This design comes from an exercise in tuning for small area on the open sky130 flow, not from production work. Where RTL was checked, it was by simulation tests only, not by an equivalence proof against the original.

== exp/lagoon ==
Design main, start of the top module:
module main(in, op, apply, tail, valid, empty, clk, reset);
export LEC_CHECK = 0
export ABC_AREA = 1
export CAP_MARGIN = 20
export CORE_MARGIN = 2
export CORE_UTILIZATION = 40
export SLEW_MARGIN = 20
create_clock -name core_clock -period 15.0 [get_ports {clk}]
standard.sh (not shown) runs the stock make flow with config.mk's settings and CLKGATE_MAP_FILE= SYNTH_SCRIPT=/design/flow/synth_recipe.tcl, a recipe that flattens the netlist after the stock synthesis.
==> flow/flow/run.sh <==
#!/bin/bash
# The standard layout (standard.sh: ORFS from synthesis to the final layout), with these
# changes, all made through ORFS's own variables:
#  - each port gets a sky130_fd_sc_hd__buf_1 as its buffer (buffer_ports -buffer_cell)
#    instead of the default clkdlybuf4s50_1;
#  - clock tree synthesis builds from clkbuf_4/clkbuf_8 and adds no dummy loads;
#  - after synthesis, the larger plain buffers (buf_4 and up) are marked don't-use, so the
#    buffering that placement and repair add uses small buffers.
# Synthesis is the standard one, unchanged. The make output goes to synth.log and
# standard.log in the work folder; ORFS's per-step logs stay under orfs/logs/.
set -euo pipefail
bash standard.sh synth > synth.log 2>&1
export BUFFER_PORTS_ARGS="-buffer_cell sky130_fd_sc_hd__buf_1"
export CTS_ARGS="-sink_clustering_enable -repair_clock_nets -dont_use_dummy_load -buf_list {sky130_fd_sc_hd__clkbuf_4 sky130_fd_sc_hd__clkbuf_8}"
export DONT_USE_CELLS="sky130_fd_sc_hd__buf_4 sky130_fd_sc_hd__buf_6 sky130_fd_sc_hd__buf_8 sky130_fd_sc_hd__buf_12 sky130_fd_sc_hd__buf_16 sky130_fd_sc_hd__bufbuf_8 sky130_fd_sc_hd__bufbuf_16"
bash standard.sh finish > standard.log 2>&1
exp/lagoon finished all stages; the layout is clean.
Setup changes, exp/lagoon to exp/indigo
==> flow/flow/run.sh <==
#!/bin/bash
# The standard layout (standard.sh: ORFS from synthesis to the final layout), with these
# changes, all made through ORFS's own variables:
#  - each port gets a sky130_fd_sc_hd__buf_1 as its buffer (buffer_ports -buffer_cell)
#    instead of the default clkdlybuf4s50_1;
#  - clock tree synthesis builds from clkbuf_4/clkbuf_8 and adds no dummy loads.
# Synthesis is the standard one, unchanged. The make output goes to standard.log in the
# work folder; ORFS's per-step logs stay under orfs/logs/.
set -euo pipefail
bash standard.sh synth > synth.log 2>&1
export BUFFER_PORTS_ARGS="-buffer_cell sky130_fd_sc_hd__buf_1"
export CTS_ARGS="-sink_clustering_enable -repair_clock_nets -dont_use_dummy_load -buf_list {sky130_fd_sc_hd__clkbuf_4 sky130_fd_sc_hd__clkbuf_8}"
bash standard.sh finish > standard.log 2>&1
Findings:
- exp/indigo -> exp/lagoon: actual slew at the worst max-slew pin delta 0, exact match
- Re effective utilization at floorplan: no difference whatsoever between exp/lagoon and exp/indigo.
- From exp/indigo to exp/lagoon, final standard cell area without fillers did not move at all.

========
job 101:
Another version of the RTL of main (not shown whole).
Size: ~520 cells after synthesis, roughly 24 I/O pins, ~4900 um^2 of cells after synthesis.
clock: 15.0 ns
lec_check: 0
cap_margin: 20
core_margin: 2
core_utilization: 40
slew_margin: 20
==> flow/flow/run.sh <==
#!/bin/bash
# The standard layout (standard.sh: ORFS synthesis to final layout), with two changes:
#  - each port gets a sky130_fd_sc_hd__buf_1 as its buffer (buffer_ports -buffer_cell)
#    instead of the default clkdlybuf4s50_1;
#  - clock tree synthesis builds from clkbuf_8 and adds no dummy loads.
# The make output goes to standard.log in the work folder; ORFS's per-step logs stay under
# orfs/logs/.
set -euo pipefail
export BUFFER_PORTS_ARGS="-buffer_cell sky130_fd_sc_hd__buf_1"
export CTS_ARGS="-sink_clustering_enable -repair_clock_nets -dont_use_dummy_load -buf_list sky130_fd_sc_hd__clkbuf_8"
bash standard.sh finish > standard.log 2>&1
Input-level comparison between job 102 and job 101:
==> flow/run.sh (new file) <==
#!/bin/bash
# synth_recipe.tcl (not shown) runs the flow's synth.tcl, then flattens the netlist and writes it again
# the make line also repeats each setting of config.mk as NAME=value (left out here)
make -C /OpenROAD-flow-scripts/flow DESIGN_CONFIG=/design/flow/config.mk WORK_HOME=/design/flow/orfs CLKGATE_MAP_FILE= SYNTH_SCRIPT=/design/flow/synth_recipe.tcl finish
removed: flow/flow/run.sh
removed: flow/standard.sh
Results
- Per the comparison of job 102 with job 101, worst hold slack held steady, worst setup slack for register-to-register paths rose by 0.07 ns.
- The post-synth design cell area on job 101 is in line with that on job 102.
- Number of cells in the design after placement of job 102 is on par with job 101.
- Diff job 102 and job 101: wire length lower in job 101
- Compared with job 101, job 102 improves final period demand of the worst path.
- Between job 102 and job 101, the final setup violation count does not differ in any meaningful way.

========
== the previous run ==
Another version of the RTL of main (not shown whole).
For scale: roughly 570 cells after synthesis, roughly 44 flip-flops, ~24 I/O pins, about 5100 µm² of cells after synthesis.
==> flow/config.mk <==
export PLATFORM = sky130hd
export DESIGN_NAME = main
export DESIGN_NICKNAME = main
export VERILOG_FILES = /design/flow/design.v
export SDC_FILE = /design/flow/constraint.sdc
export NUM_CORES = 4
export LEC_CHECK = 0
export CAP_MARGIN = 20
export CORE_MARGIN = 2
export CORE_UTILIZATION = 40
export SLEW_MARGIN = 20
==> flow/constraint.sdc <==
create_clock -name core_clock -period 15.0 [get_ports {clk}]
set_input_delay 3.0000 -clock core_clock [delete_from_list [all_inputs] [get_ports {clk}]]
set_output_delay 3.0000 -clock core_clock [all_outputs]
set_load 0.01 [all_outputs]
==> flow/flow/run.sh <==
#!/bin/bash
# The standard layout (standard.sh: ORFS from synthesis to the final layout), with these
# changes, all made through ORFS's own variables:
#  - each port gets a sky130_fd_sc_hd__buf_1 as its buffer (buffer_ports -buffer_cell)
#    instead of the default clkdlybuf4s50_1;
#  - clock tree synthesis builds from clkbuf_4/clkbuf_8 and adds no dummy loads.
# Synthesis is the standard one, unchanged. The make output goes to standard.log in the
# work folder; ORFS's per-step logs stay under orfs/logs/.
set -euo pipefail
bash standard.sh synth > synth.log 2>&1
export BUFFER_PORTS_ARGS="-buffer_cell sky130_fd_sc_hd__buf_1"
export CTS_ARGS="-sink_clustering_enable -repair_clock_nets -dont_use_dummy_load -buf_list {sky130_fd_sc_hd__clkbuf_4 sky130_fd_sc_hd__clkbuf_8}"
bash standard.sh finish > standard.log 2>&1
Input-level comparison between the current run and the previous run:
diff --git a/flow/flow/run.sh b/flow/flow/run.sh
--- a/flow/flow/run.sh
+++ b/flow/flow/run.sh
@@ -4,5 +4,7 @@
 #  - each port gets a sky130_fd_sc_hd__buf_1 as its buffer (buffer_ports -buffer_cell)
 #    instead of the default clkdlybuf4s50_1;
-#  - clock tree synthesis builds from clkbuf_4/clkbuf_8 and adds no dummy loads.
+#  - clock tree synthesis builds from clkbuf_4/clkbuf_8 and adds no dummy loads;
+#  - after global routing's timing repair, repair_timing -recover_power downsizes gates
+#    that have slack to spare (RECOVER_POWER).
 # Synthesis is the standard one, unchanged. The make output goes to standard.log in the
 # work folder; ORFS's per-step logs stay under orfs/logs/.
@@ -11,3 +13,4 @@
 export BUFFER_PORTS_ARGS="-buffer_cell sky130_fd_sc_hd__buf_1"
 export CTS_ARGS="-sink_clustering_enable -repair_clock_nets -dont_use_dummy_load -buf_list {sky130_fd_sc_hd__clkbuf_4 sky130_fd_sc_hd__clkbuf_8}"
+export RECOVER_POWER=${RECOVER_POWER_PCT:-100}
 bash standard.sh finish > standard.log 2>&1
Notes after the runs:
The current run: complete, dirty (max-capacitance violations, max-slew violations). Comparing the current run with the previous run, the register fraction of the total cell area came out essentially unchanged. Comparing the current run with the previous run, the maximum frequency came out essentially unchanged. The run showing the smaller layout overhead on the synthesized area is the current run. The higher flop-to-flop setup slack came out of the previous run. In the reports for the previous run and the current run, the larger final critical delay including setup and external delays belongs to the current run. Diff the previous run -> the current run: final worst clock skew flat.
No functional check of the RTL was part of any run of this note.

========
Another version of the RTL of main (not shown whole).
Size in the first run: ~570 cells after synthesis, about 44 flip-flops, ~24 I/O pins.
export LEC_CHECK = 0
export CAP_MARGIN = 20
export CORE_MARGIN = 2
export CORE_UTILIZATION = 40
export SLEW_MARGIN = 20
create_clock -name core_clock -period 15.0 [get_ports {clk}]
==> flow/flow/run.sh <==
#!/bin/bash
# The standard layout (standard.sh: ORFS from synthesis to the final layout), with these
# changes, all made through ORFS's own variables:
#  - each port gets a sky130_fd_sc_hd__buf_1 as its buffer (buffer_ports -buffer_cell)
#    instead of the default clkdlybuf4s50_1;
#  - clock tree synthesis runs with these arguments (CTS_ARGS), adding no dummy loads:
#    -repair_clock_nets -dont_use_dummy_load -root_buf sky130_fd_sc_hd__clkbuf_16 -buf_list {sky130_fd_sc_hd__clkbuf_16}
# Synthesis is the standard one, unchanged. The make output goes to standard.log in the
# work folder; ORFS's per-step logs stay under orfs/logs/.
set -euo pipefail
bash standard.sh synth > synth.log 2>&1
export BUFFER_PORTS_ARGS="-buffer_cell sky130_fd_sc_hd__buf_1"
export CTS_ARGS="-repair_clock_nets -dont_use_dummy_load -root_buf sky130_fd_sc_hd__clkbuf_16 -buf_list {sky130_fd_sc_hd__clkbuf_16}"
bash standard.sh finish > standard.log 2>&1
Then changed:
==> flow/flow/run.sh (replaced) <==
#!/bin/bash
# The standard layout (standard.sh: ORFS from synthesis to the final layout), with these
# changes, all made through ORFS's own variables:
#  - each port gets a sky130_fd_sc_hd__buf_1 as its buffer (buffer_ports -buffer_cell)
#    instead of the default clkdlybuf4s50_1;
#  - clock tree synthesis builds from clkbuf_4/clkbuf_8 and adds no dummy loads;
#  - after global routing's timing repair, repair_timing -recover_power downsizes gates
#    that have slack to spare (RECOVER_POWER).
# Synthesis is the standard one, unchanged. The make output goes to standard.log in the
# work folder; ORFS's per-step logs stay under orfs/logs/.
set -euo pipefail
bash standard.sh synth > synth.log 2>&1
export BUFFER_PORTS_ARGS="-buffer_cell sky130_fd_sc_hd__buf_1"
export CTS_ARGS="-sink_clustering_enable -repair_clock_nets -dont_use_dummy_load -buf_list {sky130_fd_sc_hd__clkbuf_4 sky130_fd_sc_hd__clkbuf_8}"
export RECOVER_POWER=${RECOVER_POWER_PCT:-100}
bash standard.sh finish > standard.log 2>&1
- CORE_UTILIZATION: 40 -> 60
- PLACE_DENSITY: unset -> 0.7
Outcome:
- The changed run produced a layout that fails on capacitance limit, slew limit
- design area fell by 2.2%
- area after synthesis is unchanged
Then changed:
--- a/flow/flow/run.sh
+++ b/flow/flow/run.sh
@@ -5,5 +5,3 @@
 #    instead of the default clkdlybuf4s50_1;
-#  - clock tree synthesis builds from clkbuf_4/clkbuf_8 and adds no dummy loads;
-#  - after global routing's timing repair, repair_timing -recover_power downsizes gates
-#    that have slack to spare (RECOVER_POWER).
+#  - clock tree synthesis builds from clkbuf_4/clkbuf_8 and adds no dummy loads.
 # Synthesis is the standard one, unchanged. The make output goes to standard.log in the
@@ -14,3 +12,2 @@
 export CTS_ARGS="-sink_clustering_enable -repair_clock_nets -dont_use_dummy_load -buf_list {sky130_fd_sc_hd__clkbuf_4 sky130_fd_sc_hd__clkbuf_8}"
-export RECOVER_POWER=${RECOVER_POWER_PCT:-100}
 bash standard.sh finish > standard.log 2>&1
- CORE_UTILIZATION: 60 -> 40
- PLACE_DENSITY: 0.7 -> unset
Outcome: Now the flow completed without violations; area after synthesis is unchanged; final cell count went up by 6.1%; flip-flop and latch count stays the same.
Then changed:
--- a/flow/flow/run.sh
+++ b/flow/flow/run.sh
@@ -5,3 +5,3 @@
 #    instead of the default clkdlybuf4s50_1;
-#  - clock tree synthesis builds from clkbuf_4/clkbuf_8 and adds no dummy loads.
+#  - clock tree synthesis builds from clkbuf_4/clkbuf_8 and adds no dummy loads, with clusters of up to 30 sinks.
 # Synthesis is the standard one, unchanged. The make output goes to standard.log in the
@@ -11,3 +11,3 @@
 export BUFFER_PORTS_ARGS="-buffer_cell sky130_fd_sc_hd__buf_1"
-export CTS_ARGS="-sink_clustering_enable -repair_clock_nets -dont_use_dummy_load -buf_list {sky130_fd_sc_hd__clkbuf_4 sky130_fd_sc_hd__clkbuf_8}"
+export CTS_ARGS="-sink_clustering_enable -repair_clock_nets -dont_use_dummy_load -sink_clustering_size 30 -sink_clustering_max_diameter 120 -buf_list {sky130_fd_sc_hd__clkbuf_4 sky130_fd_sc_hd__clkbuf_8}"
 bash standard.sh finish > standard.log 2>&1
Global-route usage does not change.
Wire length does not change.
Cell area does not change.
Area after synthesis does not change.
Via count stays the same.
Worst setup slack stays the same.
Synthesized cell count stays the same.
Sequential cell count does not change.
Cell count is unchanged.
Then changed:
==> flow/flow/run.sh (replaced) <==
#!/bin/bash
# The standard layout (standard.sh: ORFS from synthesis to the final layout), with these
# changes, all made through ORFS's own variables:
#  - each port gets a sky130_fd_sc_hd__buf_1 as its buffer (buffer_ports -buffer_cell)
#    instead of the default clkdlybuf4s50_1;
#  - clock tree synthesis builds from clkbuf_4/clkbuf_8 and adds no dummy loads;
#  - after global routing's timing repair, repair_timing -recover_power downsizes gates
#    that have slack to spare (RECOVER_POWER).
# Synthesis is the standard one, unchanged. The make output goes to standard.log in the
# work folder; ORFS's per-step logs stay under orfs/logs/.
set -euo pipefail
bash standard.sh synth > synth.log 2>&1
export BUFFER_PORTS_ARGS="-buffer_cell sky130_fd_sc_hd__buf_1"
export CTS_ARGS="-sink_clustering_enable -repair_clock_nets -dont_use_dummy_load -buf_list {sky130_fd_sc_hd__clkbuf_4 sky130_fd_sc_hd__clkbuf_8}"
export RECOVER_POWER=${RECOVER_POWER_PCT:-100}
bash standard.sh finish > standard.log 2>&1
- GPL_TIMING_DRIVEN: unset -> 0
What happened: Clock skew increases by 0.013 ns. Non-clock buffer count increases by 18. Synthesized cell count is unchanged. Wire length decreases by 0.33%. Final area increases by 0.98%. Clock-buffer cell count is unchanged. Sequential cell count does not change. Maximum frequency decreases by 2.5%. Utilization increases by 0.43 points. Die area stays the same.

========
Setup of P:
RTL: one of the versions met above, not the one the previous note started from.
Size in the first run: ~520 cells after synthesis, ~44 flip-flops.
==> flow/design.v (excerpt) <==
module main(in, op, apply, tail, valid, empty, clk, reset);
    input clk, reset, apply;
    input [7:0] in;
    input [2:0] op;
    output [7:0] tail;
    output reg valid;
    output empty;
    reg [7:0] t, f0, f1, f2, f3;
    reg [2:0] size;
    assign tail = t;
    assign empty = (size == 3'd0);
    wire [7:0] a = f0;                         
    wire [7:0] b = (size == 3'd2) ? t : f1;    
    wire is_add = (op == 3'd2);
    wire is_mul = (op == 3'd3);
    wire is_sub = (op == 3'd4);
    wire is_quo = (op == 3'd5);
    wire is_rem = (op == 3'd6);
    wire is_div = is_quo | is_rem;
    wire [7:0] hz;
    assign hz[0] = 1'b1;
    assign hz[1] = hz[0] & ~a[7];
    assign hz[2] = hz[1] & ~a[6];
    assign hz[3] = hz[2] & ~a[5];
    assign hz[4] = hz[3] & ~a[4];
    assign hz[5] = hz[4] & ~a[3];
    assign hz[6] = hz[5] & ~a[2];
    assign hz[7] = hz[6] & ~a[1];
    wire [7:0] quo;
    wire [7:0] m0;   
    wire [0:0] d7_x, d7_y, d7_s, d7_r;
    wire [1:0] d7_c;
    assign d7_x = b[7];
    assign d7_y = ~a[0:0];
    assign d7_c[0] = 1'b1;
    assign d7_s[0] = d7_x[0] ^ d7_y[0] ^ d7_c[0];
    assign d7_c[1] = (d7_x[0] & d7_y[0]) | (d7_c[0] & (d7_x[0] ^ d7_y[0]));
    assign quo[7] = d7_c[1] & hz[7];
    assign d7_r = quo[7] ? d7_s : d7_x;
    wire [1:0] d6_x, d6_y, d6_s, d6_r;
    wire [2:0] d6_c;
    assign d6_x = {d7_r, b[6]};
    assign d6_y = ~a[1:0];
    assign d6_c[0] = 1'b1;
    assign d6_s[0] = d6_x[0] ^ d6_y[0] ^ d6_c[0];
    assign d6_c[1] = (d6_x[0] & d6_y[0]) | (d6_c[0] & (d6_x[0] ^ d6_y[0]));
    assign d6_s[1] = d6_x[1] ^ d6_y[1] ^ d6_c[1];
    assign d6_c[2] = (d6_x[1] & d6_y[1]) | (d6_c[1] & (d6_x[1] ^ d6_y[1]));
    assign quo[6] = d6_c[2] & hz[6];
    assign d6_r = quo[6] ? d6_s : d6_x;
    wire [2:0] d5_x, d5_y, d5_s, d5_r;
    wire [3:0] d5_c;
    assign d5_x = {d6_r, b[5]};
    assign d5_y = ~a[2:0];
    assign d5_c[0] = 1'b1;
    assign d5_s[0] = d5_x[0] ^ d5_y[0] ^ d5_c[0];
    assign d5_c[1] = (d5_x[0] & d5_y[0]) | (d5_c[0] & (d5_x[0] ^ d5_y[0]));
    assign d5_s[1] = d5_x[1] ^ d5_y[1] ^ d5_c[1];
    assign d5_c[2] = (d5_x[1] & d5_y[1]) | (d5_c[1] & (d5_x[1] ^ d5_y[1]));
  ...
make LEC_CHECK=0 CAP_MARGIN=20 CORE_MARGIN=2 CORE_UTILIZATION=40 CTS_BUF_LIST=sky130_fd_sc_hd__clkbuf_8 SLEW_MARGIN=20 finish   # period 15.0 ns
run.sh (not shown) runs the stock make flow with config.mk's settings and CLKGATE_MAP_FILE= SYNTH_SCRIPT=/design/flow/synth_recipe.tcl, a recipe that flattens the netlist after the stock synthesis.
Stock flow here: none of the scripts above is used.
Modified inputs, Q compared to P
- CTS_BUF_LIST removed (was sky130_fd_sc_hd__clkbuf_8)
==> flow/flow/run.sh (new file) <==
#!/bin/bash
# The standard layout (standard.sh: ORFS from synthesis to the final layout), with these
# changes, all made through ORFS's own variables:
#  - each port gets a sky130_fd_sc_hd__buf_1 as its buffer (buffer_ports -buffer_cell)
#    instead of the default clkdlybuf4s50_1;
#  - clock tree synthesis builds from clkbuf_4/clkbuf_8 and adds no dummy loads;
#  - after global routing's timing repair, repair_timing -recover_power downsizes gates
#    that have slack to spare (RECOVER_POWER).
# Synthesis is the standard one, unchanged. The make output goes to standard.log in the
# work folder; ORFS's per-step logs stay under orfs/logs/.
set -euo pipefail
bash standard.sh synth > synth.log 2>&1
export BUFFER_PORTS_ARGS="-buffer_cell sky130_fd_sc_hd__buf_1"
export CTS_ARGS="-sink_clustering_enable -repair_clock_nets -dont_use_dummy_load -buf_list {sky130_fd_sc_hd__clkbuf_4 sky130_fd_sc_hd__clkbuf_8}"
export RECOVER_POWER=${RECOVER_POWER_PCT:-100}
bash standard.sh finish > standard.log 2>&1
==> flow/standard.sh (new file) <==
#!/bin/bash
# synth_recipe.tcl (not shown) runs the flow's synth.tcl, then flattens the netlist and writes it again
# the make line also repeats each setting of config.mk as NAME=value (left out here)
make -C /OpenROAD-flow-scripts/flow DESIGN_CONFIG=/design/flow/config.mk WORK_HOME=/design/flow/orfs CLKGATE_MAP_FILE= SYNTH_SCRIPT=/design/flow/synth_recipe.tcl "${@:-finish}"
removed: flow/run.sh
Findings:
Q has completed all stages; timing, DRC and antenna checks passed.
met2 global-route usage in Q is 1.7 points below P.
Delta (Q minus P): wire length on met1 has decreased; via count has decreased; post-synthesis compound-gate area fraction has remained practically unchanged.
Transition time at the pin with the least slew margin (lower): P
Side by side, post-placement worst setup slack turned out higher in Q than in P.
#### Input delta (R over Q)
- ABC_AREA now 1, previously not set
==> flow/run.sh (new file) <==
#!/bin/bash
# synth_recipe.tcl (not shown) runs the flow's synth.tcl, then flattens the netlist and writes it again
# the make line also repeats each setting of config.mk as NAME=value (left out here)
make -C /OpenROAD-flow-scripts/flow DESIGN_CONFIG=/design/flow/config.mk WORK_HOME=/design/flow/orfs CLKGATE_MAP_FILE= SYNTH_SCRIPT=/design/flow/synth_recipe.tcl finish
removed: flow/flow/run.sh
removed: flow/standard.sh
- Of the two values seen for slowest cell on the critical path, sky130_fd_sc_hd__fa_1 was produced by Q and sky130_fd_sc_hd__dfrtp_2 by R.
- When R is set beside Q, its synthesized instance count turns out to be 17% larger.
- Looking at the reports, R completed the entire flow and the layout it produced met the timing, design-rule and antenna checks.
- Final weighted congestion in routability-driven placement sits lower in R than in Q.
- Layout buffer count excluding clock buffers of R falls short of that of Q by more than 10%.
- Taking Q as the reference, in R clock slew seen by the registers of the worst setup and hold paths now sits at about the same level; wire length of the first global-routing pass went up about 10%.

## afterwards: timing with drivers on the ports
Ports are ideal in the flow. The routed layouts listed here were re-timed in OpenROAD. Step 1 assumes that a clkbuf_16 drives the clock port and a buf_2 every other input. Step 2 also shifts input and output timing later by t, the mid clock arrival at the registers, as if the neighbouring blocks saw the same clock. Slacks: ideal / step 1 / step 2; pairs: ideal / step 1.
| run | t, ns | setup WS [ns] | clock arrival spread, ns | worst data-port slew with drivers (ns) | pins driven straight from the clock port |
|---|---|---|---|---|---|
| exp/lagoon | 0.318 | 1.344 / 1.344 / 1.344 | 0.018 / 0.018 | 0.03 | 1 |
| exp/indigo | 0.318 | 1.344 / 1.344 / 1.344 | 0.018 / 0.018 | 0.03 | 1 |
| job 101 | 0.311 | 0.649 / 0.649 / 0.649 | 0.024 / 0.025 | 0.03 | 1 |
| job 102 | 0.312 | 0.715 / 0.715 / 0.715 | 0.006 / 0.006 | 0.03 | 1 |
| the previous run | 0.311 | 0.659 / 0.659 / 0.659 | 0.021 / 0.021 | 0.03 | 1 |
| the current run | 0.312 | 0.633 / 0.633 / 0.633 | 0.021 / 0.020 | 0.04 | 1 |
| the first run of note 4 | 0.314 | 0.783 / 0.783 / 0.783 | 0.011 / 0.011 | 0.03 | 1 |
| the second run of note 4 | 0.315 | 0.679 / 0.679 / 0.679 | 0.026 / 0.026 | 0.03 | 1 |
| the third run of note 4 | 0.321 | 1.092 / 1.092 / 1.092 | 0.017 / 0.017 | 0.03 | 1 |
| the fourth run of note 4 | 0.321 | 1.092 / 1.092 / 1.092 | 0.017 / 0.017 | 0.03 | 1 |
| the fifth run of note 4 | 0.316 | 0.737 / 0.737 / 0.737 | 0.030 / 0.030 | 0.03 | 1 |
| P | 0.321 | 0.798 / 0.798 / 0.798 | 0.008 / 0.008 | 0.03 | 1 |
| Q | 0.310 | 0.647 / 0.647 / 0.647 | 0.024 / 0.023 | 0.03 | 1 |
| R | 0.324 | 0.715 / 0.715 / 0.715 | 0.005 / 0.005 | 0.07 | 1 |
